Context: an optimization exercise on an open-source flow, tuned for small area. The choices shown serve that exercise and are no tape-out recipe. RTL that was checked went through simulation tests only; none was proved equivalent to the original.

==> flow/design.v <==
module router_top(clock,resetn,read_enb_0,read_enb_1,read_enb_2,data_in,pkt_valid,
       data_out_0,data_out_1,data_out_2,valid_out_0,valid_out_1,valid_out_2,err,busy);
input clock,resetn,read_enb_0,read_enb_1,read_enb_2,pkt_valid;
input wire [7:0]data_in;
output valid_out_0,valid_out_1,valid_out_2,err,busy;
output wire [7:0]data_out_0,data_out_1,data_out_2;
localparam DA  = 3'b000,  
           LFD = 3'b001,  
           LD  = 3'b010,  
           FFS = 3'b011,  
           LAF = 3'b100,  
           LP  = 3'b101,  
           CPE = 3'b110,  
           WTE = 3'b111;  
reg [2:0] st, nst;
wire s_da  = st == DA;
wire s_lfd = st == LFD;
wire s_ld  = st == LD;
wire s_laf = st == LAF;
wire [2:0] empty, full;
assign valid_out_0 = ~empty[0];
assign valid_out_1 = ~empty[1];
assign valid_out_2 = ~empty[2];
wire c0 = ~empty[0] & ~read_enb_0;
wire c1 = ~empty[1] & ~read_enb_1;
wire c2 = ~empty[2] & ~read_enb_2;
reg [4:0] t0, t1, t2;
wire sr0 = t0 == 5'd16;
wire sr1 = t1 == 5'd16;
wire sr2 = t2 == 5'd16;
function fb;
  input [4:0] t;
  case (t)
    5'd0, 5'd1, 5'd2, 5'd4, 5'd6, 5'd8, 5'd9, 5'd10, 5'd12, 5'd14, 5'd16, 5'd19, 5'd21, 5'd23, 5'd27, 5'd29, 5'd31: fb = 1'b1;
    default: fb = 1'b0;
  endcase
endfunction
always @(posedge clock) begin
  t0 <= (~resetn | ~c0) ? 5'd0 : {t0[3:0], fb(t0)};
  t1 <= (~resetn | ~c1) ? 5'd0 : {t1[3:0], fb(t1)};
  t2 <= (~resetn | ~c2) ? 5'd0 : {t2[3:0], fb(t2)};
end
reg [1:0] dst;       
reg lpv, pd;         
wire ffull = (dst == 2'd0) ? full[0] : (dst == 2'd1) ? full[1] : (dst == 2'd2) ? full[2] : 1'b0;
wire [1:0] a = data_in[1:0];
wire a_empty = (a == 2'd0) ? empty[0] : (a == 2'd1) ? empty[1] : (a == 2'd2) ? empty[2] : 1'b0;
always @(*) begin
  case (st)
    DA:  nst = (pkt_valid && a != 2'd3) ? (a_empty ? LFD : WTE) : DA;
    WTE: nst = a_empty ? LFD : (a == 2'd3) ? DA : WTE;
    LFD: nst = LD;
    LD:  nst = ffull ? FFS : (~pkt_valid ? LP : LD);
    FFS: nst = ffull ? FFS : LAF;
    LAF: nst = pd ? DA : (lpv ? LP : LD);
    LP:  nst = CPE;
    default: nst = ffull ? FFS : DA;  
  endcase
end
always @(posedge clock) begin
  if (~resetn)
    st <= DA;
  else if ((sr0 && a == 2'd0) || (sr1 && a == 2'd1) || (sr2 && a == 2'd2))
    st <= DA;
  else
    st <= nst;
end
assign busy = ~(s_da | s_ld);
wire wr_state = s_ld | s_laf | (st == LP);
reg [7:0] dreg;      
reg [7:0] hold;      
reg [7:0] par;       
reg e;
assign err = e;
always @(posedge clock) begin
  if (~resetn)
    hold <= 0;
  else if (s_ld & ffull)
    hold <= data_in;
end
wire [7:0] dmux = s_laf ? hold : data_in;
always @(posedge clock)
  if ((s_da & pkt_valid) | (s_ld & ~ffull) | s_laf)
    dreg <= dmux;
wire pen = (s_da & pkt_valid) | (s_ld & ~ffull) | (s_laf & (~lpv | ~pd));
always @(posedge clock)
  par <= (par & {8{~s_da}}) ^ (dmux & {8{pen}});
always @(posedge clock) begin
  if (~resetn | s_da)
    pd <= 0;
  else if ((s_ld & ~pkt_valid & ~ffull) | (s_laf & lpv))
    pd <= 1;
end
always @(posedge clock) begin
  if (~resetn | (st == CPE))
    lpv <= 0;
  else if (s_ld & ~pkt_valid)
    lpv <= 1;
end
always @(posedge clock) begin
  if (~resetn)
    e <= 0;
  else if (pd)
    e <= |par;
end
always @(posedge clock)
  if (s_da)
    dst <= a;
reg hf;
wire srd = (dst == 2'd0) ? sr0 : (dst == 2'd1) ? sr1 : (dst == 2'd2) ? sr2 : 1'b0;
always @(posedge clock)
  hf <= s_lfd & ~srd;
wire [2:0] we;
assign we[0] = wr_state & (dst == 2'd0);
assign we[1] = wr_state & (dst == 2'd1);
assign we[2] = wr_state & (dst == 2'd2);
wire [2:0] re = {read_enb_2, read_enb_1, read_enb_0};
wire [2:0] srv = {sr2, sr1, sr0};
wire [7:0] dout [0:2];
assign data_out_0 = dout[0];
assign data_out_1 = dout[1];
assign data_out_2 = dout[2];
genvar n, k;
generate for (n = 0; n < 3; n = n + 1) begin : fifo
  reg [8:0] m [0:15];
  reg [4:0] cnt;       
  reg z;               
  reg [5:0] g;         
  reg [7:0] q_out;
  integer i;
  wire clr = ~resetn | srv[n];
  assign empty[n] = cnt == 5'd0;
  assign full[n] = cnt[4];
  wire w = we[n] & ~full[n];
  wire r = re[n] & ~empty[n];
  wire [15:0] sel;
  for (k = 0; k < 16; k = k + 1) begin : dec
    assign sel[k] = cnt[3:0] == ((k + 1) % 16);
  end
  reg [8:0] q;
  always @(*) begin
    q = 0;
    for (i = 0; i < 16; i = i + 1)
      q = q | (m[i] & {9{sel[i]}});
  end
  always @(posedge clock)
    if (w) begin
      m[0] <= {hf, dreg};
      for (i = 1; i < 16; i = i + 1)
        m[i] <= m[i-1];
    end
  always @(posedge clock) begin
    if (clr)
      cnt <= 0;
    else
      cnt <= cnt + w - r;
  end
  always @(posedge clock) begin
    if (clr)
      z <= 1'b1;
    else if (r) begin
      if (q[8])
        z <= 1'b0;
      else if (g == 0)
        z <= 1'b1;
    end
  end
  always @(posedge clock)
    if (r) begin
      if (q[8])
        g <= q[7:2];
      else
        g <= g - 1'b1;
    end
  always @(posedge clock) begin
    if (clr)
      q_out <= 0;
    else if (r)
      q_out <= q[7:0];
    else if (z)
      q_out <= 0;
  end
  assign dout[n] = q_out;
end endgenerate
endmodule
Settings: LEC_CHECK=0, CAP_MARGIN=20, CORE_MARGIN=2, CORE_UTILIZATION=70, SLEW_MARGIN=20; clock period 5.0 ns.
standard.sh (not shown) runs the stock make flow with config.mk's settings and CLKGATE_MAP_FILE= SYNTH_SCRIPT=/design/flow/synth_recipe.tcl, a recipe that flattens the netlist after the stock synthesis.
==> flow/flow/run.sh <==
#!/bin/bash
# The standard layout (standard.sh) with three changes:
#  - synthesis maps logic with an area-oriented ABC script (flow/synth.tcl);
#  - clock tree synthesis inserts no dummy loads and uses larger sink clusters;
#  - the input and output ports get the smallest buffer.
set -euo pipefail
here=$(pwd)
export AREA_ABC_SCRIPT=$here/flow/area.abc
export CTS_ARGS="-sink_clustering_enable -repair_clock_nets -dont_use_dummy_load -sink_clustering_size 30 -sink_clustering_max_diameter 70 -buf_list sky130_fd_sc_hd__clkbuf_16"
export BUFFER_PORTS_ARGS="-buffer_cell sky130_fd_sc_hd__buf_1"
sed "s|SYNTH_SCRIPT=[^ ]*|SYNTH_SCRIPT=$here/flow/synth.tcl|" standard.sh > layout.sh
grep -q "SYNTH_SCRIPT=$here/flow/synth.tcl" layout.sh
bash layout.sh > layout.log 2>&1
==> flow/flow/area.abc <==
strash
dc2
dch -f
amap
topo
==> flow/flow/synth.tcl <==
# The standard synthesis (synth_recipe.tcl), except that ABC maps the logic
# with an area-oriented script (flow/area.abc) instead of ORFS's speed script.
# Registers are mapped before ABC runs, so they are the standard ones.
proc synth {args} { yosys synth -nofsm -noshare {*}$args }
proc abc {args} {
  set i [lsearch -exact $args -script]
  if { $i >= 0 } { set args [lreplace $args $i [expr {$i + 1}] -script $::env(AREA_ABC_SCRIPT)] }
  yosys abc {*}$args
}
source $::env(SCRIPTS_DIR)/synth.tcl
# left out here: clear keep_hierarchy, flatten, clean up, hide names made inside functions, write 1_2_yosys.v
Next try:
--- a/flow/design.v
+++ b/flow/design.v
@@ -18,4 +18,8 @@
 wire s_ld  = st == LD;
 wire s_laf = st == LAF;
+reg [4:0] t0, t1, t2;
+wire sr0 = t0 == 5'd30;
+wire sr1 = t1 == 5'd30;
+wire sr2 = t2 == 5'd30;
 wire [2:0] empty, full;
 assign valid_out_0 = ~empty[0];
@@ -25,19 +29,12 @@
 wire c1 = ~empty[1] & ~read_enb_1;
 wire c2 = ~empty[2] & ~read_enb_2;
-reg [4:0] t0, t1, t2;
-wire sr0 = t0 == 5'd16;
-wire sr1 = t1 == 5'd16;
-wire sr2 = t2 == 5'd16;
-function fb;
-  input [4:0] t;
-  case (t)
-    5'd0, 5'd1, 5'd2, 5'd4, 5'd6, 5'd8, 5'd9, 5'd10, 5'd12, 5'd14, 5'd16, 5'd19, 5'd21, 5'd23, 5'd27, 5'd29, 5'd31: fb = 1'b1;
-    default: fb = 1'b0;
-  endcase
-endfunction
 always @(posedge clock) begin
-  t0 <= (~resetn | ~c0) ? 5'd0 : {t0[3:0], fb(t0)};
-  t1 <= (~resetn | ~c1) ? 5'd0 : {t1[3:0], fb(t1)};
-  t2 <= (~resetn | ~c2) ? 5'd0 : {t2[3:0], fb(t2)};
+  if (~resetn) begin
+    t0 <= 0; t1 <= 0; t2 <= 0;
+  end else begin
+    t0 <= c0 ? (sr0 ? 5'd1 : t0 + 1'b1) : 5'd0;
+    t1 <= c1 ? (sr1 ? 5'd1 : t1 + 1'b1) : 5'd0;
+    t2 <= c2 ? (sr2 ? 5'd1 : t2 + 1'b1) : 5'd0;
+  end
 end
 reg [1:0] dst;       
The changed run completed with no timing, DRC or antenna violations.
Cell count stays flat.
Die area barely changes.
Setup slack gets worse by 0.083 ns.
Routed wire length goes up by 1.2%.
Count of clock-buffer cells in the layout goes down by 1.
Final area stays flat.
Only the layout flow was run in the second run of this note; the RTL was not checked for function there.

## what the ideal ports hide
Ports are ideal in the flow. The routed layouts listed here were re-timed in OpenROAD.
Step 1 sets driving cells, clkbuf_16 on the clock port and buf_2 on the other inputs (assumed; they add their load-dependent delay and slew).
Step 2 adds t to the input delays and takes it off the output delays; t is the mean of the earliest and latest rising clock arrival at the registers after step 1. Input paths then give back, and output paths get back, about the clock's delay inside the block.
a / b / c = no drivers / after step 1 / after step 2; a / b = the first two.
run	t (ns)	slack for setup (ns)	worst slew at a driven data input, ns
the first run	0.619	1.481 / 1.481 / 1.481	0.06
the second run	0.615	1.398 / 1.398 / 1.398	0.05
After both steps every run listed still meets setup and hold.
